Source: an optimization exercise on an open RTL-to-GDS flow (aim: small area). Production flows keep margins and buffers that such runs may drop. In this exercise RTL edits were held to simulation tests only and were not proved equivalent to the original. Power figures rest on the tool's default switching activity, not on a simulated workload.

[design.v]
module alu(input [15:0] src0,src1,input [2:0] opcode, output reg [15:0] dst,output reg ov,zr,n);
   localparam Add=3'h0;
   localparam Sub=3'h1;
   localparam Xor=3'h2;
   localparam Sll=3'h3;
   localparam Srl=3'h4;
   localparam Sra=3'h5;
   localparam Llb=3'h6;
   localparam Lhb=3'h7;
   reg [15:0] Sum,src_temp,dst_ARI,dst_XOR,dst_SLL,dst_SRL,dst_SRA,dst_LHB,dst_LLB;
   reg    ov_temp;
   always @(*) begin
      src_temp=src1^{16{opcode[0]}};      
      Sum=src0+src_temp+opcode[0];
      if (Sum[15]!=src0[15]) begin
		  if (src0[15]==src_temp[15]) ov_temp= 1;
		  else ov_temp=0;
      end
      else ov_temp=0;
      if (ov_temp==0) dst_ARI=Sum;
      else  dst_ARI=16'h8000^{16{Sum[15]}};
      dst_XOR=src0^src1;
      dst_SLL=src0<<src1[3:0];
      dst_SRL=src0>>src1[3:0];
      dst_SRA={{15{src0[15]}},src0}>>src1[3:0];
      dst_LHB={src1[7:0],src0[7:0]};
	  dst_LLB={8'h00, src1[7:0]};
      case (opcode)
		  Add:  dst=dst_ARI;
		  Sub:  dst=dst_ARI;
		  Xor:  dst=dst_XOR;
		  Sll:  dst=dst_SLL;
		  Srl:  dst=dst_SRL;
		  Sra:  dst=dst_SRA;
		  Lhb:  dst=dst_LHB;
		  default: dst=dst_LLB;
      endcase
      zr=~|dst;                      
      ov=ov_temp;         
      n=dst[15];         
   end
endmodule
module BR(input [2:0] condition, input z, ov, n, taken, output reg miss);
localparam Eq = 3'h0;
localparam Gr = 3'h1;
localparam GrEq = 3'h2;
localparam Le = 3'h3;
localparam LeEq = 3'h4;
localparam NEq = 3'h5;
localparam Ov = 3'h6;
always @(*) begin
	case (condition)
		Eq:
			miss = z^taken;
		Gr: 
			miss = (~(z|n))^taken;
		GrEq:
			miss = (~n)^taken;
		Le:
			miss = n ^ taken;
		LeEq:
			miss = (z|n) ^ taken;
		NEq:
			miss = (~z) ^ taken;
		Ov:
			miss = ov ^ taken;
		default:
			miss = 0;
	endcase
end	
endmodule
module Bypass(input [3:0] p0_addr_ID, p1_addr_ID, dst_addr_EX, dst_addr_MEM, p0_addr_EX, p1_addr_EX, input we_ex, we_mem, input [15:0] dst_ex, dst_mem, output reg p0_ID_bypass, p1_ID_bypass, p0_EX_bypass, p1_EX_bypass, output reg [15:0] p0_bypass_in, p1_bypass_in);
always @(*) begin
	if (~|(dst_addr_EX ^ p0_addr_ID) & we_ex) begin
		p0_ID_bypass = 1;
		p0_bypass_in = dst_ex;
	end
	else if (~|(dst_addr_MEM ^ p0_addr_ID) & we_mem) begin
		p0_ID_bypass = 1;
		p0_bypass_in = dst_mem;
	end
	else begin
		p0_ID_bypass = 0;
		p0_bypass_in = 16'h0000;
	end
	if (~|(dst_addr_EX ^ p1_addr_ID) & we_ex) begin
		p1_ID_bypass = 1;
		p1_bypass_in = dst_ex;
	end
	else if (~|(dst_addr_MEM ^ p1_addr_ID) & we_mem) begin
		p1_ID_bypass = 1;
		p1_bypass_in = dst_mem;
	end
	else begin
		p1_ID_bypass = 0;
		p1_bypass_in = 16'h0000;
	end
	if (~|(p0_addr_EX ^ dst_addr_MEM) & we_mem) 
		p0_EX_bypass = 1;
	else
		p0_EX_bypass = 0;
	if (~|(p1_addr_EX ^ dst_addr_MEM) & we_mem) 
		p1_EX_bypass = 1;
	else
		p1_EX_bypass = 0;
end
endmodule
module Flags(input clk, rst, Z, OV, N, input[1:0] Mode, input [1:0] Update, output z_out, o_out, n_out);
reg Z_I, O_I, N_I, Z_U, O_U, N_U;
	always @(posedge clk) begin
		if (rst | ~|Mode) begin
			Z_I <= 0;
			O_I <= 0;
			N_I <= 0;
			Z_U <= 0;
			O_U <= 0;
			N_U <= 0;
		end
		else begin
			Z_U <= (~Mode[1] & Update[1])? Z: Z_U;
			O_U <= (~Mode[1] & Update[0])? OV: O_U;
			N_U <= (~Mode[1] & Update[0])? N: N_U ;
			Z_I <= ( Mode[1] & Update[1])? Z: Z_I;
			O_I <= ( Mode[1] & Update[0])? OV: O_I;
			N_I <= ( Mode[1] & Update[0])? N: N_I;
		end
	end
assign z_out = (Mode[1]) ? Z_I : Z_U;
assign n_out = (Mode[1]) ? N_I : N_U;
assign o_out = (Mode[1]) ? O_I : O_U;
endmodule
module ID(input [15:0] instr, output reg we, p1_sel, output reg[3:0] p0_addr, p1_addr, dst_addr, output reg [2:0] Alu_Op, output reg [7:0] Imme, output reg[1:0] Updateflag, output reg jump, output reg[15:0] new_PC, branch_PC, input [15:0] i_addr, output reg[2:0] condition, output reg taken, output reg J_sel, output reg [1:0] source_sel, output reg Mem_re, Mem_we, output reg [1:0] Mode_Set, Mem_sel, input [1:0] Mode, output reg Bad_Instr, output reg send_sel, output reg send, output reg [2:0] spart_addr, output reg wt, output reg [1:0] Accelerator_mode, output reg[4:0] Accelerator_addr, output reg Accelerator_rst);
localparam ADD = 4'h0;
localparam SUB = 4'h1;
localparam XOR = 4'h2;
localparam LOAD = 4'h3;
localparam STORE = 4'h4;
localparam LHIGH = 4'h5;
localparam LLOW = 4'h6;
localparam SHIFT = 4'h7;
localparam BRANCH = 4'h8;
localparam JLINK = 4'h9;
localparam JREG = 4'ha;
localparam CTRL = 4'hb;
localparam SEND = 4'hc;
localparam SET = 4'hd;
localparam RECV = 4'he;
localparam ADDI = 4'hf;
reg p0_re, p1_re;
always @(*) begin
	we = 0;
	p0_addr = 0;
	p1_addr = 0;
	dst_addr = 0;
	Updateflag = 2'b00;
	Alu_Op = 3'h0;
	Imme = instr[7:0];
	p1_sel = 0;
	jump = 0;
	new_PC =16'h0000;
	branch_PC= 16'h0000;
	condition = 3'h7;
	taken = 0;
	J_sel = 0;
	source_sel = 2'b00;
	Mem_re = 0;
	Mem_we = 0;
	Mem_sel = 0;
	Mode_Set = 0;
	send_sel = 0;
	send = 0;
	spart_addr = 3'h0;
	Bad_Instr = 0;
	p0_re = 0;
	p1_re = 0;
	wt = 0;
	Accelerator_mode = 0;  
	Accelerator_addr = 0;
	Accelerator_rst = 0;  
	case (instr[15:12])
		ADD: begin
			p0_addr = instr[7:4];
			p1_addr = instr[3:0];
			dst_addr = instr[11:8];
			we = |instr[11:8];
			Updateflag = {2{|instr[11:8]}};
			p0_re = 1;
			p1_re = 1;
		end
		SUB: begin
			p0_addr = instr[7:4];
			p1_addr = instr[3:0];
			dst_addr = instr[11:8];
			we = |instr[11:8];
			Alu_Op = 3'h1;
			Updateflag = {2{|instr[11:8]}};
			p0_re = 1;
			p1_re = 1;
		end
		XOR: begin
			p0_addr = instr[7:4];
			p1_addr = instr[3:0];
			dst_addr = instr[11:8];
			Alu_Op = 3'h2;
			we = |instr[11:8];
			Updateflag = {|instr[11:8],1'b0};
			p0_re = 1;
			p1_re = 1;
		end
		ADDI: begin
			p0_addr = instr[7:4];
			dst_addr = instr[11:8];
			we = |instr[11:8];
			p0_re = 1;
			Alu_Op = instr[3];  
			if (instr[3] == 1'b1)
				Imme ={4'h0, ~instr[3:0]} + 1;
			else
				Imme = {4'h0, instr[3:0]};
			p1_sel = 1;
		end
		SHIFT: begin
			we = |instr[11:8];
			dst_addr = instr[11:8];
			p0_addr = instr[11:8];
			case (instr[5:4])
				2'h0: Alu_Op = 3'h3;  
				2'h1: Alu_Op = 3'h4;  
				default: Alu_Op = 3'h5;  
			endcase
			Imme = {4'h0,instr[3:0]};
			p1_sel = 1;
		end
		LLOW: begin
			we = |instr[11:8];
			dst_addr = instr[11:8];
			p0_addr = instr[11:8];
			Alu_Op = 3'h6;
			p1_sel = 1;
		end
		LHIGH: begin
			we = |instr[11:8];
			dst_addr = instr[11:8];
			p0_addr = instr[11:8];
			Alu_Op = 3'h7;
			p1_sel = 1;
		end
		BRANCH: begin
			if (instr[11:9] == 3'h7) begin  
				new_PC = i_addr + {{7{instr[8]}},instr[8:0]};
				branch_PC = 16'h0000;
			end
			else if (instr[8] == 1'b1) begin
				new_PC = i_addr + {7'h7f,instr[8:0]};
				branch_PC = i_addr + 1;
			end
			else begin
				new_PC = 16'h0000;
				branch_PC = i_addr + instr[7:0];
			end
			jump = &instr[11:9] | instr[8];
			taken = (~&instr[11:9]) & instr[8];
			condition = instr[11:9];
		end
		JREG: begin
			jump =1;
			J_sel = 1;
			p0_addr = instr[11:8];
			if (Mode[1] == 1) 
				Mode_Set = instr[1:0];
			else
				Mode_Set = 2'b00;
			p0_re = 1;
		end
		JLINK: begin
			jump = 1;
			new_PC = i_addr + {{4{instr[11]}},instr[11:0]};
			branch_PC = i_addr + 1;  
			we = 1;
			dst_addr = 4'hc;
			source_sel = 2'b01;
		end
		LOAD: begin
			p0_addr = instr[7:4];
			dst_addr = instr[11:8];
			Mem_re = 1;
			Mem_sel = 1;
			we = |instr[11:8];
			p0_re = 1;
		end
		STORE: begin
			Mem_we = 1;
			we = 0;
			p0_addr = instr[7:4];
			p1_addr = instr[11:8];
			p0_re = 1;
			p1_re = 1;
			wt = instr[0];
		end
		SEND: begin
			Imme = instr[11:4];
			p1_addr = instr[11:8];
			p1_sel = instr[1];
			send_sel = instr[0];
			send = 1;
			p1_re = ~instr[1];
		end
		RECV: begin
			dst_addr = instr[11:8];
			we = |instr[11:8];
			case (instr[7])
				1'b0: begin
					source_sel = 2'b10;
					spart_addr = instr[2:0];
				end
				default: begin
					source_sel = 2'b00;
					spart_addr = 3'h0;
				end
			endcase
		end
		SET: begin
			Mode_Set = instr[11:10];
		end
		CTRL: begin
			Accelerator_mode = (&instr[7:6]&instr[4:0])? 0 : instr[7:6];
			Accelerator_addr = instr[4:0];
			Accelerator_rst = &instr[7:6]&instr[4:0];  
			p0_addr = instr[11:8];
			dst_addr = instr[11:8];
			we = (instr[7:6] ==2'b10)? 1 : 0;  
			p0_re = (instr[7:6]==2'b01 && instr[4] != 1)? 1 : 0;
			Mem_sel = 0;
			source_sel = 2'b11;
		end
		default:
			we = 0;
	endcase
	if (Mode == 2'b01 && ((p0_re && p0_addr > 4'hc) || (p1_re && p1_addr > 4'hc) || (we && dst_addr >4'hc) || (instr[15:12] == RECV && instr[7] == 1'b0)))
		Bad_Instr = 1;
	else
		Bad_Instr = 0;
end
endmodule
module Memory_Check (input [1:0] Mode, input [15:0] Current_PC, input memre, memwe, J, input[15:0] p0, output reg Illegal_PC, Illegal_Memory);
parameter RESERVE_AREA = 16'h0100;
reg Illegal_Jump, Illegal_Branch;
wire illegalPC, illegal_p0;
assign illegalPC = (Current_PC < RESERVE_AREA)? 1: 0;
assign illegal_p0 = (p0 < RESERVE_AREA)? 1: 0;
always @(*) begin
	Illegal_PC = ~J & ~Mode[1] & Mode[0] & illegalPC;
	Illegal_Memory = (memre|memwe) & ~Mode[1] & Mode[0] & illegal_p0;
end
endmodule
module Monitor(input clk, rst, miss, jump, input [15:0] new_PC, branch_PC, input [1:0] Mode_Set, output reg [15:0] J_R, output reg J, output reg [1:0] Mode, input Bad_Instr_in, input Illegal_PC_in, input Illegal_Memory_in, input Spart_RCV_in, output reg Store_Current, input IFID_Stall, input Accelerator_keyfound_in);
parameter Illegal_PC_Handler = 16'h0090;
parameter Illegal_Register_Access_Handler = 16'h0090;
parameter Illegal_Memory_Access_Handler = 16'h0100;
parameter Spart_Handler = 16'h0030;
parameter Accelerator_Handler = 16'h0500;
reg bad_instr, illegal_pc, illegal_memory, spart_rcv, accelerator_keyfound;
always @(posedge clk) begin
	bad_instr <= Bad_Instr_in & ~miss ; 
	illegal_pc <= Illegal_PC_in & ~miss ; 
	illegal_memory <= Illegal_Memory_in & ~miss; 
	spart_rcv <= (Spart_RCV_in & (~Mode[1])) & ~miss;
	accelerator_keyfound <= (Accelerator_keyfound_in & (~Mode[1])) & ~miss;
end
always @(posedge clk) begin
	if (rst) 
		Mode <= 2'b11;
	else if (((Bad_Instr_in|Illegal_PC_in| Illegal_Memory_in) & |Mode) |((Spart_RCV_in  | Accelerator_keyfound_in)& ~Mode[1])) 
		Mode <= {~miss, Mode[0]};
	else if (IFID_Stall)
		Mode <= Mode;
	else
		case (Mode_Set)
			2'b01: Mode <= 2'b00;
			2'b10: Mode <= 2'b01;
			2'b11: Mode <= {1'b0, Mode[0]};
			default: Mode <= Mode;
		endcase
end
always @(*) begin
	if (miss) begin
		J = 1;
		J_R = branch_PC;
		Store_Current = 0;
	end
	else if (IFID_Stall) begin
		J = 0;
		J_R = 0;
		Store_Current = 0;
	end
	else if (spart_rcv) begin
		J = 1;
		J_R = Spart_Handler;
		Store_Current = 1;
	end
	else if (accelerator_keyfound) begin
		J = 1;
		J_R = Accelerator_Handler;
		Store_Current = 1;
	end
	else if (illegal_pc) begin
		J = 1;
		J_R = Illegal_PC_Handler;
		Store_Current = 1;
	end
	else if (illegal_memory) begin
		J = 1;
		J_R = Illegal_Memory_Access_Handler;
		Store_Current = 1;
	end
	else if (bad_instr) begin
		J = 1;
		J_R = Illegal_Register_Access_Handler;
		Store_Current = 1;
	end
	else if (jump) begin
		J = 1;
		J_R = new_PC;
		Store_Current = 0;
	end
	else begin
		J = 0;
		J_R = 16'h0000;
		Store_Current = 0;
	end
end
endmodule
module Instr_MUX(input i_hit, jump, input[15:0] instr_i, output reg [15:0] instr_o);
	always @(*)
		if (jump)
			instr_o = 16'h0000;
		else
			instr_o = instr_i;
endmodule
module P1_MUX(input sel, input [7:0] imme, input [15:0] p1, output reg [15:0] data);
	always @(*) begin
		if (sel) 
			data = {8'h00,imme};
		else
			data = p1;
	end
endmodule
module JR_MUX(input sel, input [15:0] imme, input [15:0] Reg, output reg [15:0] J_R);
always @(*)
	if (sel)
		J_R = Reg;
	else 
		J_R = imme;
endmodule
module Source_MUX(input[1:0] sel, input [15:0] JL_PC, input[15:0] alu, input [15:0] spart, output reg [15:0] data, input [15:0] Acc);
always @(*)
	case (sel)
		2'b00:
			data = alu;
		2'b01:
			data = JL_PC;
		2'b10:
			data = spart;
		default:
			data = Acc;
	endcase
endmodule
module Memory_MUX(input[1:0] sel, input [15:0]  alu, input [15:0] mem, input [15:0] Acc, output reg [15:0] data);
always @(*)
	if (sel == 1)
		data = mem;
	else if (sel == 2)
		data = Acc;
	else
		data = alu;
endmodule
module Bypass_MUX(input sel, input [15:0] in, input [15:0] bypass, output reg [15:0] out);
always @(*)
	if (sel)
		out = bypass;
	else
		out = in;
endmodule
module SPART_MUX(input sel, input[15:0] p1, output reg[7:0] out);
always @(*)
	if (sel)
		out = p1[15:8];
	else
		out = p1[7:0];
endmodule
module PC(input clk, rst, i_hit, jump, stall, Mode, input [15:0] J_R, output reg[15:0] PC, output [15:0] next_PC);
	assign next_PC = (jump)? J_R:
				     (~i_hit|stall|~Mode) ? PC:
					 PC + 1;
	always @(posedge clk)
		if (rst)
			PC <= 16'h0b00;
		else
			PC <= next_PC;
endmodule
module IF_ID(clk, stall, flush, instr_in, instr_out, PC_in, PC_out, jump_in, jump_out);
	input clk, stall, jump_in, flush;
	input [15:0] instr_in, PC_in;
	output reg[15:0] instr_out, PC_out;
	output reg jump_out;
	always @(posedge clk) begin
		if (flush) begin
			PC_out <= PC_in;
			instr_out <= 0;
			jump_out <= 0;
		end
		else if (stall) begin
			PC_out <= PC_out;
			instr_out <= instr_out;
			jump_out <= jump_out;
		end
		else begin
			PC_out <= PC_in;
			instr_out <= instr_in;
			jump_out <= jump_in;
		end
	end
endmodule
module ID_EX(clk, stall, flush, full, store_current, Alu_Op_in, Alu_Op_out, we_in, we_out,
	dst_addr_in, dst_addr_out, Updateflag_in, Updateflag_out, p0_in, p0_out, p1_in, p1_out,
	condition_in, condition_out, taken_in, taken_out, branch_PC_in, branch_PC_out, source_sel_in,
	source_sel_out, Mem_re_in, Mem_re_out, Mem_we_in, Mem_we_out, Mem_sel_in, Mem_sel_out, p0_addr_in,
	p0_addr_out, p1_addr_in, p1_addr_out, Mode_in, Mode_out, send_sel_in, send_sel_out, send_in, send_out, 
	spart_addr_in, spart_addr_out, i_addr, wt_in, wt_out, Accelerator_mode_in, Accelerator_mode_out,
	Accelerator_addr_in, Accelerator_addr_out, Accelerator_rst_in, Accelerator_rst_out);
	input clk, we_in, stall, flush, full, store_current;
	input [3:0] dst_addr_in;
	input [1:0] Updateflag_in;
	input [2:0] Alu_Op_in;
	input [15:0] p0_in, p1_in, i_addr;
	output reg[3:0] dst_addr_out;
	output reg[1:0] Updateflag_out;
	output reg[2:0] Alu_Op_out;
	output reg[15:0] p0_out, p1_out;
	output reg we_out;
	input [2:0] condition_in;
	output reg[2:0] condition_out;
	input taken_in;
	output reg taken_out;
	input [15:0] branch_PC_in;
	output reg[15:0] branch_PC_out;
	input [1:0] source_sel_in, Mem_sel_in;
	output reg [1:0] source_sel_out, Mem_sel_out;
	input Mem_re_in, Mem_we_in;
	output reg Mem_re_out, Mem_we_out;
	input [3:0] p0_addr_in, p1_addr_in;
	output reg [3:0] p0_addr_out, p1_addr_out;
	input [1:0] Mode_in;
	output reg [1:0] Mode_out;
	input send_sel_in, send_in, wt_in;
	output reg send_sel_out, send_out, wt_out;
	input [2:0] spart_addr_in;
	output reg [2:0] spart_addr_out;
	input [1:0] Accelerator_mode_in;
	output reg[1:0] Accelerator_mode_out;
	input [4:0] Accelerator_addr_in;
	output reg[4:0] Accelerator_addr_out;
	input Accelerator_rst_in;
	output reg Accelerator_rst_out;
	always @(posedge clk) begin
		if (flush) begin
			Alu_Op_out <= 0;
			dst_addr_out <= 0;
			we_out <= 0;
			Updateflag_out <= 0;
			p0_out <=0;
			p1_out <=0;
			condition_out <= 3'h7;
			taken_out <= 0;
			branch_PC_out <= 16'h0000;
			source_sel_out <= 2'b00;
			Mem_re_out <= 0;
			Mem_we_out <= 0;
			Mem_sel_out <= 0;
			p0_addr_out <= 0;
			p1_addr_out <= 0;
			send_sel_out <= 0;
			send_out <= 0;
			Mode_out <= Mode_in;
			spart_addr_out <= 0;
			wt_out <= 0;
			Accelerator_mode_out <= 0;
			Accelerator_addr_out <= 0;
			Accelerator_rst_out <= 0;
		end
		else if (stall) begin
			Alu_Op_out <= Alu_Op_out;
			dst_addr_out <= dst_addr_out;
			we_out <= we_out;
			Updateflag_out <= Updateflag_out;
			p0_out <= p0_out;
			p1_out <= p1_out;
			condition_out <= condition_out;
			taken_out <= taken_out;
			branch_PC_out <= branch_PC_out;
			source_sel_out <= source_sel_out;
			Mem_re_out <= Mem_re_out;
			Mem_we_out <= Mem_we_out;
			Mem_sel_out <= Mem_sel_out;
			p0_addr_out <= p0_addr_out;
			p1_addr_out <= p1_addr_out;
			send_sel_out <= send_sel_out;
			send_out <= send_out & full;
			Mode_out <= Mode_in;
			spart_addr_out <= spart_addr_out;
			wt_out <= wt_in;
			if (Accelerator_mode_out == 2'b01 && Accelerator_addr_out == 5'h1f) begin
				Accelerator_mode_out <= 0;
				Accelerator_addr_out <= 0;
				Accelerator_rst_out <= 0;
			end
			else if (Accelerator_mode_out == 2'b10 && Accelerator_addr_out == 5'h10) begin
				Accelerator_mode_out <= 0;
				Accelerator_addr_out <= 0;
				Accelerator_rst_out <= 0;
			end
			else begin
				Accelerator_mode_out <= Accelerator_mode_out;
				Accelerator_addr_out <= Accelerator_addr_out;
				Accelerator_rst_out <= Accelerator_rst_out;
			end
		end
		else if (store_current) begin
			Alu_Op_out <= Alu_Op_in;
			dst_addr_out <= 4'hf;
			we_out <= 1;
			Updateflag_out <= 0;
			p0_out <= p0_in;
			p1_out <= p1_in;
			condition_out <= 3'h7;
			taken_out <= 0;
			branch_PC_out <= i_addr;
			source_sel_out <= 2'b01;
			Mem_re_out <= 0;
			Mem_we_out <= 0;
			Mem_sel_out <= 2'b00;
			p0_addr_out <= p0_addr_in;
			p1_addr_out <= p1_addr_in;
			send_sel_out<= 0;
			send_out <= 0;
			Mode_out <= Mode_in;
			spart_addr_out <= 0;
			wt_out <= 0;
			Accelerator_mode_out <= 0;
			Accelerator_addr_out <= 0;
			Accelerator_rst_out <= 0;
		end
		else begin
			Alu_Op_out <= Alu_Op_in;
			dst_addr_out <= dst_addr_in;
			we_out <= we_in;
			Updateflag_out <= Updateflag_in;
			p0_out <= p0_in;
			p1_out <= p1_in;
			condition_out <= condition_in;
			taken_out <= taken_in;
			branch_PC_out <= branch_PC_in;
			source_sel_out <= source_sel_in;
			Mem_re_out <= Mem_re_in;
			Mem_we_out <= Mem_we_in;
			Mem_sel_out <= Mem_sel_in;
			p0_addr_out <= p0_addr_in;
			p1_addr_out <= p1_addr_in;
			send_sel_out<= send_sel_in;
			send_out <= send_in;
			Mode_out <= Mode_in;
			spart_addr_out <= spart_addr_in;
			wt_out <= wt_in;
			Accelerator_mode_out <= Accelerator_mode_in;
			Accelerator_addr_out <= Accelerator_addr_in;
			Accelerator_rst_out <= Accelerator_rst_in;
		end
	end
endmodule
module EX_MEM(clk, stall, accelerator_stall, alu_in, alu_out, we_in, we_out, dst_addr_in, dst_addr_out, Mem_re_in, Mem_re_out, Mem_we_in, Mem_we_out, Mem_sel_in, Mem_sel_out, d_addr_in, d_addr_out, wrt_data_in, wrt_data_out, wt_in, wt_out);
	input clk, we_in, stall, accelerator_stall;
	output reg we_out;
	input [3:0] dst_addr_in;
	output reg[3:0] dst_addr_out;
	input [15:0] alu_in;
	output reg[15:0] alu_out;
	input Mem_re_in, Mem_we_in, wt_in;
	output reg Mem_re_out, Mem_we_out, wt_out;
	input [15:0] d_addr_in, wrt_data_in;
	output reg [15:0] d_addr_out, wrt_data_out;
	input [1:0] Mem_sel_in;
	output reg [1:0] Mem_sel_out;
	always @(posedge clk) begin
		if (stall) begin
			we_out <= we_out; 
			dst_addr_out <=dst_addr_out;
			alu_out <= alu_out;
			Mem_re_out <= Mem_re_out;
			Mem_we_out <= Mem_we_out;
			Mem_sel_out <= Mem_sel_out; 
			d_addr_out <= d_addr_out;
			wrt_data_out <= wrt_data_out;
			wt_out <= wt_in;
		end
		else begin
			we_out <= we_in;
			dst_addr_out <=dst_addr_in;
			alu_out <= alu_in;
			Mem_re_out <= Mem_re_in;
			Mem_we_out <= Mem_we_in;
			Mem_sel_out <= Mem_sel_in;
			d_addr_out <= d_addr_in;
			wrt_data_out <= wrt_data_in;
			wt_out <= wt_in;
		end
	end
endmodule
module RF(input clk, we, input[3:0] p0_addr, p1_addr, dst_addr, input[15:0] dst, output[15:0] p0, p1);
	reg [15:0] RF[0:15];
	assign	p0 = RF[p0_addr];
	assign 	p1 = RF[p1_addr];
	always @(posedge clk)
		if (we)
			RF[dst_addr] <= dst;
		else
			RF[dst_addr] <= RF[dst_addr];
endmodule
module Stall_Ctrl(input i_hit, d_hit, Mem_op, output reg PC_stall, IFID_stall, IDEX_stall, EXMEM_stall, MEMWB_stall, IDEX_flush, input Mem_re_EX, Mem_we_ID, input [3:0] dst_addr, p0_addr, p1_addr, input send, full, input accelerator_stall);
always @(*) begin
	if (~i_hit) begin
		PC_stall = 1;
		IFID_stall = 1;
		IDEX_stall = 1;
		EXMEM_stall = 1;
		MEMWB_stall = 1;
		IDEX_flush = 0;
	end
	else if ((Mem_op & ~d_hit) | accelerator_stall) begin  
		PC_stall = 1;
		IFID_stall = 1;
		IDEX_stall = 1;
		EXMEM_stall = 1;
		MEMWB_stall = 1;
		IDEX_flush = 0;
	end
	else if (Mem_re_EX & ~Mem_we_ID) begin  
		if (dst_addr == p0_addr || dst_addr == p1_addr) begin
			PC_stall = 1;
			IFID_stall = 1;
			IDEX_flush = 1;
		end
		else begin
			PC_stall = 0;
			IFID_stall = 0;
			IDEX_flush = 0;
		end
		IDEX_stall = 0;
		EXMEM_stall = 0;
		MEMWB_stall = 0;
	end
	else if (send & full) begin  
		PC_stall = 1;
		IFID_stall = 1;
		IDEX_stall = 1;
		IDEX_flush = 0;
		EXMEM_stall = 0;
		MEMWB_stall = 0;
	end
	else begin
		PC_stall = 0;
		IFID_stall = 0;
		IDEX_stall = 0;
		EXMEM_stall = 0;
		MEMWB_stall = 0;
		IDEX_flush = 0;
	end
end
endmodule
module Processor(clk, rst, i_hit, instr, i_addr, d_hit, d_addr, Mem_re, Mem_we, wrt_data, rd_data, send, send_data, full, Spart_RCV, spart_addr, spart_data, PC_in, d_addr_pre, wt_EXMEM_out, Accelerator_mode_out, Accelerator_rst_out, Accelerator_addr_out, Accelerator_send_data, Accelerator_receive_data, Accelerator_stall, Accelerator_keyfound);
	parameter RESERVED_AREA = 16'h1000;
	parameter Illegal_PC_Handler = 16'h0300;
	parameter Illegal_Register_Access_Handler = 16'h0200;
	parameter Illegal_Memory_Access_Handler = 16'h0400;
	parameter Spart_Handler = 16'h0030;
	parameter Accelerator_Handler = 16'h0500;
	input clk, rst, i_hit, d_hit, full, Spart_RCV, Accelerator_keyfound, Accelerator_stall;
	input [15:0] instr, rd_data, spart_data;
	output [15:0] i_addr, d_addr, wrt_data, PC_in, d_addr_pre;
	output Mem_re, Mem_we, send, wt_EXMEM_out;
	output [7:0] send_data;
	output [2:0] spart_addr;
	reg rst_cycle;
	wire miss;
	output [1:0] Accelerator_mode_out;
	output Accelerator_rst_out;
	output [4:0] Accelerator_addr_out;
	output [15:0] Accelerator_send_data;
	input [15:0] Accelerator_receive_data;
	always @(posedge clk)
		rst_cycle <= rst;
	wire Accelerator_rst, jump, wt_IDEX_in, wt_IDEX_out, PC_stall, IFID_stall, IDEX_stall, EXMEM_stall, MEMWB_stall, IDEX_flush, J, J_IFID_out, we_IDEX_in, we_IDEX_out, p1_sel, p0_ID_bypass, p1_ID_bypass, we_MEMWB_out, taken_IDEX_in, taken_IDEX_out, J_sel, Mem_re_IDEX_in, Mem_re_IDEX_out, Mem_we_IDEX_in, Mem_we_IDEX_out, Z_in, Z_out, OV_in, OV_out, N_in, N_out, p0_EX_bypass, p1_EX_bypass, we_EXMEM_out, Bad_Instr, Store_Current, jump_out, miss_out, Illegal_PC, Illegal_Memory, send_sel_IDEX_in, send_sel_IDEX_out, send_IDEX_in;
	wire [15:0] J_R, instr_IFID_out, PC_out, instr_out, p0_IDEX_in, p0_IDEX_out, p0_EXMEM_in, p0, p0_bypass_in, p1, p1_bypass_in, p1_bypass_out, p1_IDEX_in, p1_IDEX_out, alu_out, data_EXMEM_in, data_EXMEM_out, p1_EXMEM_in, data_MEMWB_out, J_PC, J_PC_out, branch_PC_IDEX_in, branch_PC_IDEX_out, data_MEMWB_in;
	wire [3:0] p0_addr, p1_addr, dst_addr_IDEX_in, dst_addr_IDEX_out, dst_addr_MEMWB_out, p0_addr_IDEX_out, p1_addr_IDEX_out, dst_addr_EXMEM_out;
	wire [2:0] Alu_Op_IDEX_in, Alu_Op_IDEX_out, condition_IDEX_in, condition_IDEX_out, spart_addr_IDEX_in;
	wire [7:0] Imme;
	wire [1:0] Updateflag_IDEX_in, Updateflag_IDEX_out, source_sel_IDEX_in, source_sel_IDEX_out, Mode_Set, Mode, Mode_IDEX_out, Accelerator_mode, Mem_sel_IDEX_in, Mem_sel_IDEX_out, Mem_sel_EXMEM_out;
	wire [4:0] Accelerator_addr;
	reg [1:0] Acc_Stall_Flag;
	reg [15:0] Acc_Data_Hold;
	assign d_addr_pre = (~d_hit & (Mem_re | Mem_we))? d_addr : p0_EXMEM_in;
	assign Accelerator_send_data = p0_IDEX_out;
	PC iPC(.clk(clk), .rst(rst), .i_hit(i_hit), .jump(J), .stall(PC_stall), .Mode(|Mode), .J_R(J_R), .PC(PC_in), .next_PC(i_addr));
	Instr_MUX iMUX1(.i_hit(i_hit), .jump(J | ~|Mode), .instr_i(instr), .instr_o(instr_out));
	IF_ID iREG1(.clk(clk), .stall(IFID_stall), .flush(miss), .instr_in(instr_out), .instr_out(instr_IFID_out), .PC_in(PC_in), .PC_out(PC_out), .jump_in(J), .jump_out(J_IFID_out));
	ID iID(.instr(instr_IFID_out), .we(we_IDEX_in), .p0_addr(p0_addr), .p1_addr(p1_addr), .dst_addr(dst_addr_IDEX_in),.Alu_Op(Alu_Op_IDEX_in), .Imme(Imme), .Updateflag(Updateflag_IDEX_in), .p1_sel(p1_sel), .jump(jump), .new_PC(J_PC), .branch_PC(branch_PC_IDEX_in), .i_addr(PC_out), .condition(condition_IDEX_in), .taken(taken_IDEX_in), .J_sel(J_sel), .source_sel(source_sel_IDEX_in), .Mem_re(Mem_re_IDEX_in), .Mem_we(Mem_we_IDEX_in), .Mem_sel(Mem_sel_IDEX_in), .Mode_Set(Mode_Set), .Mode(Mode), .Bad_Instr(Bad_Instr), .send_sel(send_sel_IDEX_in), .send(send_IDEX_in), .spart_addr(spart_addr_IDEX_in), .wt(wt_IDEX_in), .Accelerator_mode(Accelerator_mode), .Accelerator_rst(Accelerator_rst), .Accelerator_addr(Accelerator_addr));
	RF iRF(.clk(clk), .we(we_EXMEM_out& ~MEMWB_stall), .p0_addr(p0_addr), .p1_addr(p1_addr), .dst_addr(dst_addr_EXMEM_out), .dst(data_MEMWB_in), .p0(p0), .p1(p1));
	Bypass_MUX ip0IDBY(.sel(p0_ID_bypass), .in(p0), .bypass(p0_bypass_in), .out(p0_IDEX_in));
	Bypass_MUX ip1IDBY(.sel(p1_ID_bypass), .in(p1), .bypass(p1_bypass_in), .out(p1_bypass_out));
	P1_MUX iMUX2(.sel(p1_sel), .imme(Imme), .p1(p1_bypass_out), .data(p1_IDEX_in));
	JR_MUX iMUX4(.sel(J_sel), .imme(J_PC), .Reg(p0_IDEX_in), .J_R(J_PC_out));
	Memory_Check #(RESERVED_AREA) iMC(.Mode(Mode), .Current_PC(PC_out), .memre(Mem_re_IDEX_in), .memwe(Mem_we_IDEX_in), .J(J_IFID_out), .p0(p0_IDEX_in), .Illegal_PC(Illegal_PC), .Illegal_Memory(Illegal_Memory));
	Monitor #(Illegal_PC_Handler, Illegal_Register_Access_Handler, Illegal_Memory_Access_Handler, Spart_Handler, Accelerator_Handler) iMON(.clk(clk), .rst(rst_cycle), .miss(miss), .jump(jump), .new_PC(J_PC_out), .branch_PC(branch_PC_IDEX_out), .Mode_Set(Mode_Set), .J_R(J_R), .J(J), .Mode(Mode), .Bad_Instr_in(Bad_Instr), .Illegal_PC_in(Illegal_PC), .Illegal_Memory_in(Illegal_Memory), .Spart_RCV_in(Spart_RCV), .Store_Current(Store_Current), .IFID_Stall(IFID_stall), .Accelerator_keyfound_in(Accelerator_keyfound));
	ID_EX iREG2(.clk(clk), .stall(IDEX_stall), .flush((~|Mode) | miss|IDEX_flush|Bad_Instr|Illegal_PC|Illegal_Memory), .full(full), .store_current(Store_Current), .Alu_Op_in(Alu_Op_IDEX_in), .Alu_Op_out(Alu_Op_IDEX_out), .we_in(we_IDEX_in), .we_out(we_IDEX_out), .dst_addr_in(dst_addr_IDEX_in),
			.dst_addr_out(dst_addr_IDEX_out), .Updateflag_in(Updateflag_IDEX_in), .Updateflag_out(Updateflag_IDEX_out), .p0_in(p0_IDEX_in), .p0_out(p0_IDEX_out), .p1_in(p1_IDEX_in), .p1_out(p1_IDEX_out), .condition_in(condition_IDEX_in), .condition_out(condition_IDEX_out), .taken_in(taken_IDEX_in),
			.taken_out(taken_IDEX_out), .branch_PC_in(branch_PC_IDEX_in), .branch_PC_out(branch_PC_IDEX_out), .source_sel_in(source_sel_IDEX_in), .source_sel_out(source_sel_IDEX_out), .Mem_re_in(Mem_re_IDEX_in), .Mem_re_out(Mem_re_IDEX_out), .Mem_we_in(Mem_we_IDEX_in), .Mem_we_out(Mem_we_IDEX_out),
			.Mem_sel_in(Mem_sel_IDEX_in), .Mem_sel_out(Mem_sel_IDEX_out), .p0_addr_in(p0_addr), .p0_addr_out(p0_addr_IDEX_out), .p1_addr_in(p1_addr), .p1_addr_out(p1_addr_IDEX_out), .Mode_in(Mode), .Mode_out(Mode_IDEX_out), .send_sel_in(send_sel_IDEX_in), .send_sel_out(send_sel_IDEX_out), .send_in(send_IDEX_in),
			.send_out(send), .spart_addr_in(spart_addr_IDEX_in), .spart_addr_out(spart_addr), .i_addr(PC_out), .wt_in(wt_IDEX_in), .wt_out(wt_IDEX_out), .Accelerator_mode_in(Accelerator_mode), .Accelerator_mode_out(Accelerator_mode_out), .Accelerator_addr_in(Accelerator_addr), .Accelerator_addr_out(Accelerator_addr_out), .Accelerator_rst_in(Accelerator_rst), .Accelerator_rst_out(Accelerator_rst_out));
	alu iALU(.src0(p0_IDEX_out), .src1(p1_IDEX_out), .opcode(Alu_Op_IDEX_out), .dst(alu_out), .zr(Z_in), .ov(OV_in), .n(N_in));
	Flags iFLAG(.clk(clk), .rst(rst), .Z(Z_in), .OV(OV_in), .N(N_in), .Mode(Mode_IDEX_out), .Update(Updateflag_IDEX_out), .z_out(Z_out), .o_out(OV_out), .n_out(N_out));
	BR iBR(.condition(condition_IDEX_out), .z(Z_out), .ov(OV_out), .n(N_out), .taken(taken_IDEX_out), .miss(miss));
	always @(posedge clk)
		if (Accelerator_stall) Acc_Stall_Flag <= 1;
		else if (Acc_Stall_Flag == 1) Acc_Stall_Flag <= 2;
		else if (Acc_Stall_Flag == 2 & IDEX_stall) Acc_Stall_Flag <= 2;
		else Acc_Stall_Flag <= 3;
	always @(posedge clk)
		if (~Accelerator_stall & Acc_Stall_Flag) Acc_Data_Hold <= Accelerator_receive_data;
		else Acc_Data_Hold <= Acc_Data_Hold;
	Source_MUX iMUX5(.sel(source_sel_IDEX_out), .JL_PC(branch_PC_IDEX_out), .alu(alu_out), .spart(spart_data), .data(data_EXMEM_in), .Acc((Acc_Stall_Flag == 2) ? Acc_Data_Hold : Accelerator_receive_data));
	SPART_MUX iSPART(.sel(send_sel_IDEX_out), .p1(p1_IDEX_out), .out(send_data));
	Bypass_MUX ip0EX(.sel(p0_EX_bypass), .in(p0_IDEX_out), .bypass(data_MEMWB_in), .out(p0_EXMEM_in));
	Bypass_MUX ip1EX(.sel(p1_EX_bypass), .in(p1_IDEX_out), .bypass(data_MEMWB_in), .out(p1_EXMEM_in));
	EX_MEM iREG3(.clk(clk), .stall(EXMEM_stall), .accelerator_stall(Accelerator_stall), .alu_in(data_EXMEM_in), .alu_out(data_EXMEM_out), .we_in(we_IDEX_out), .we_out(we_EXMEM_out), .dst_addr_in(dst_addr_IDEX_out), .dst_addr_out(dst_addr_EXMEM_out), .Mem_re_in(Mem_re_IDEX_out), .Mem_re_out(Mem_re), .Mem_we_in(Mem_we_IDEX_out), .Mem_we_out(Mem_we), .Mem_sel_in(Mem_sel_IDEX_out), .Mem_sel_out(Mem_sel_EXMEM_out), .d_addr_in(p0_EXMEM_in), .d_addr_out(d_addr), .wrt_data_in(p1_EXMEM_in), .wrt_data_out(wrt_data), .wt_in(wt_IDEX_out), .wt_out(wt_EXMEM_out));
	Memory_MUX iMUX6(.sel(Mem_sel_EXMEM_out), .alu(data_EXMEM_out), .mem(rd_data), .Acc(Accelerator_receive_data), .data(data_MEMWB_in));
	Stall_Ctrl iSTL(.i_hit(i_hit), .d_hit(d_hit), .Mem_op(Mem_re|Mem_we), .PC_stall(PC_stall), .IFID_stall(IFID_stall), .IDEX_stall(IDEX_stall), .EXMEM_stall(EXMEM_stall), .MEMWB_stall(MEMWB_stall), .IDEX_flush(IDEX_flush), .Mem_re_EX(Mem_re_IDEX_out), .Mem_we_ID(Mem_we_IDEX_in), .dst_addr(dst_addr_IDEX_out), .p0_addr(p0_addr), .p1_addr(p1_addr), .send(send), .full(full), .accelerator_stall(Accelerator_stall));
	Bypass iBY(.p0_addr_ID(p0_addr), .p1_addr_ID(p1_addr), .dst_addr_EX(dst_addr_IDEX_out), .dst_addr_MEM(dst_addr_EXMEM_out), .p0_addr_EX(p0_addr_IDEX_out), .p1_addr_EX(p1_addr_IDEX_out), .we_ex(we_IDEX_out), .we_mem(we_EXMEM_out), .dst_ex(data_EXMEM_in), .dst_mem(data_MEMWB_in), .p0_ID_bypass(p0_ID_bypass), .p1_ID_bypass(p1_ID_bypass), .p0_bypass_in(p0_bypass_in), .p1_bypass_in(p1_bypass_in), .p0_EX_bypass(p0_EX_bypass), .p1_EX_bypass(p1_EX_bypass));
endmodule
[run.sh]
#!/bin/bash
# synth_recipe.tcl (not shown) runs the flow's synth.tcl, then flattens the netlist and writes it again
# the make line also repeats each setting of config.mk as NAME=value (left out here)
make -C /OpenROAD-flow-scripts/flow DESIGN_CONFIG=/design/flow/config.mk WORK_HOME=/design/flow/orfs CLKGATE_MAP_FILE= SYNTH_SCRIPT=/design/flow/synth_recipe.tcl finish
[config.mk]
export PLATFORM = sky130hd
export DESIGN_NAME = Processor
export DESIGN_NICKNAME = Processor
export VERILOG_FILES = /design/flow/design.v
export SDC_FILE = /design/flow/constraint.sdc
export NUM_CORES = 4
export LEC_CHECK = 0
export CAP_MARGIN = 20
export CORE_MARGIN = 2
export CORE_UTILIZATION = 40
export SLEW_MARGIN = 20
[constraint.sdc]
create_clock -name core_clock -period 10.0 [get_ports {clk}]
set_input_delay 2.0000 -clock core_clock [delete_from_list [all_inputs] [get_ports {clk}]]
set_output_delay 2.0000 -clock core_clock [all_outputs]
set_load 0.01 [all_outputs]
==> run notes <==
-- kinds of logic (layout without fill, tap and decap cells) --
logic type / after synthesis / in the layout / synth area share [%]
AO/OA/AOI/OAI: 825 / 825 / 19.6
XOR/XNOR: 101 / 101 / 2.95
adder cells (fa/ha/maj): 44 / 44 / 1.89
buffers and inverters: 348 / 452 / 5.06
flip-flops: 483 / 483 / 43.7
multiplexers: 134 / 134 / 6.35
AND/OR/NAND/NOR: 1358 / 1358 / 20.4
-- metrics by stage --
step	power, mW	worst slack [ps]	hold slack (ps)
after floorplan	7.67	1520	310
after global placement	10.5	2140	312
after detailed placement	10.5	2110	316
after CTS	12.5	1860	330
after global routing	13.2	1580	356
final	12.7	1720	326
-- cells in the final DEF, fill, tap and decap left out, drive strengths merged, types with 49 or more instances in the layout --
cell,n
a21oi,190
o21ai,134
mux2i,55
a311oi,74
nor3,71
a211oi,70
xor2,52
inv,71
edfxtp,343
xnor2,49
nor2,239
and3,66
dfxtp,140
clkbuf,69
clkdlybuf4s50,190
nand2,611
nand3,228
buf,93
-- final timing paths --
check                                        start                      end  cells past startpoint  slack, ps
setup / recovery  iREG1.instr_out[15]$_SDFFE_PP0P_               i_addr[15]                     12       1720
hold reg to reg            iREG2.wt_out$_SDFF_PP0_     iREG3.wt_out$_DFF_P_                      0        330
setup reg to reg  iREG1.instr_out[15]$_SDFFE_PP0P_  iREG2.wt_out$_SDFF_PP0_                     12       3490
hold / removal             iREG2.wt_out$_SDFF_PP0_     iREG3.wt_out$_DFF_P_                      0        330
-- report_power, final --
part / internal [mW] / total [mW] / switching, mW
combinational: 2.58 / 7.69 / 5.11
sequential: 2.52 / 3.00 / 0.476
clock: 1.10 / 1.99 / 0.891
-- area by class of cell --
type | count | share of cell area, %
Inverter | 69 | 0.752
Timing Repair Buffer | 283 | 7.55
Tap cell | 969 | 3.52
Clock buffer | 69 | 4.15
Clock inverter | 31 | 0.883
Sequential cell | 483 | 38.1
Multi-Input combinational cell | 2462 | 45.1
-- layer usage --
metal / routed length, um / share of wire (%)
met4: 6110 / 5.1
met3: 12700 / 11
met1: 47900 / 40
met2: 53100 / 44
met5: 9 / 0.0075
-- critical path, cell delays in order (launching register included) --
cell	delay, ps
dfxtp_1	830
and3b_1	580
a32oi_2	240
buf_4	280
nand2_4	490
buf_4	570
mux4_2	300
o22ai_1	80
o311ai_1	780
nand2_1	270
a221oi_1	400
or3_1	210
clkdlybuf4s50_1	540
==> reports/metrics.cfg <==
[route]
drc=0
vias=27900
ant_nets=0
vias_per_cell=6.39
wl_um=120000
drt_iter0_drc=3651
wire_per_inst_um=27.5
drt_pre_antenna_iters=6

[sta]
setup_viol=0
worst_clock_skew_ps=33.1
rsz0062_at_grt=false
worst_pin_slew_ps=1150
finalSetupTns_ps=0
timing.slew.headroom_pct=23.1
max_freq_mhz=121
fin_crit_ps=8280
hold_viol=0
timing.final.crit_share_pct=82.8
slew_viol_final=0

[floorplanning]
row_count=100
core_area_um2=74300
ios=191
die_w_um=278
initial_utilization_pct=40.3
die_h_um=278
dieArea_um2=77100

[cts]
insertion_delay_ps=650
cts-hold-fix-buffers=0
cts.repair.resized=0
h-tree-depth=2
cts_buffer_depth=3
post_cts_buffers=0
cts_buffers=54
cts.sinks=483
cts_tree=built
root_buffer=clkbuf_16
cts.clk_slew.worst_paths_ps=60

[final_layout]
largest_reg_flops=256
layout.cells.non_filler=4366
insertedDiodeCount=0
utilization_pct=46.3
multi_input_area_um2=15500
nNetsFinal=3469
final_area_um2=34400
fillers=7097
drive_gt1_share_pct=9.69
max_flop_register=iRF.RF
seqCellArea_um2=13100
syn_to_final_growth_pct=14.9

[critical_path]
critPathMaxFanout=54
crit_type=register to output pin
crit_path_end_kind=output pin
critPathLaunchType=register
arrival_ps=6280
required_ps=8000

[place]
dp.cells=4266
place_congestion=1.02
post_dp_cell_area_um2=32700
io_buffers=190
place.detailed.hpwl_um=81500

[power_and_ir_drop]
vdd_drop_max_mv=0.236
p_leak_nw=12.5
powerDensity_nw_per_um2=368

[global_routing]
grt_max_degree=86
use_met3_pct=4.91
grt_overflow=0
globalRouteTotalUtil_pct=30.2
busiest_layer=met2
antenna_found_initial=2
use_met1_pct=41.8
grt_pass1_vias=25600
grtUsageMet2_pct=46.3
grt_first_pass_wirelength_um=176000

[yosys]
synth_top_area_share_pct=34.4
yosys_warnings=21
synthCells=3293
synth_cell_types=108
synthTopCellsByArea=edfxtp_1 34%, dfxtp_1 9.4%, nand2_1 7.6%, nand3_1 3.8%, a21oi_1 3.2%
syn_area_per_cell_um2=9.10
syn_area_um2=30000
ys_async_sr_fraction_pct=0
yosysMostFrequentCell=nand2_1
syn-num-nets=3409
yosys_most_used_dff=edfxtp_1
yosysSeqAreaShare_pct=43.7
synth_edf_count=343
yosysTopAreaCell=edfxtp_1
ys_ff_latch=483
synthTopCellsByCount=609 x nand2_1, 343 x edfxtp_1, 238 x nor2_1, 227 x nand3_1, 190 x a21oi_1

[min_path]
min-delay-path-class=register to register

[status]
outcome=complete, no violations

[job]
max_cap_violations=0

[static timing again, ports no longer ideal]
The flow's constraints put no driver on any port. The routed layout listed below was extracted and timed again, unchanged, in two steps.
Step 1 (the two cells are an assumption about what drives the block):
set clk [get_ports {clk}]
set_driving_cell -lib_cell sky130_fd_sc_hd__clkbuf_16 $clk
set_driving_cell -lib_cell sky130_fd_sc_hd__buf_2 [delete_from_list [all_inputs] $clk]
Step 2 also shifts input and output timing later by t, the mid clock arrival at the registers, as if the neighbouring blocks saw the same clock.
Slacks: no drivers / after step 1 / after step 2; pairs: no drivers / after step 1.
t (ns): 0.701
setup slack, ns: 1.724 / 1.658 / 2.081
worst setup path at the end: input to output
clock arrival spread, ns: 0.041 / 0.042
pins driven straight from the clock port: 1
After both steps setup and hold are still met in this run. The setup slack of this run moves by -0.066 ns with the drivers and by +0.357 ns with both steps.
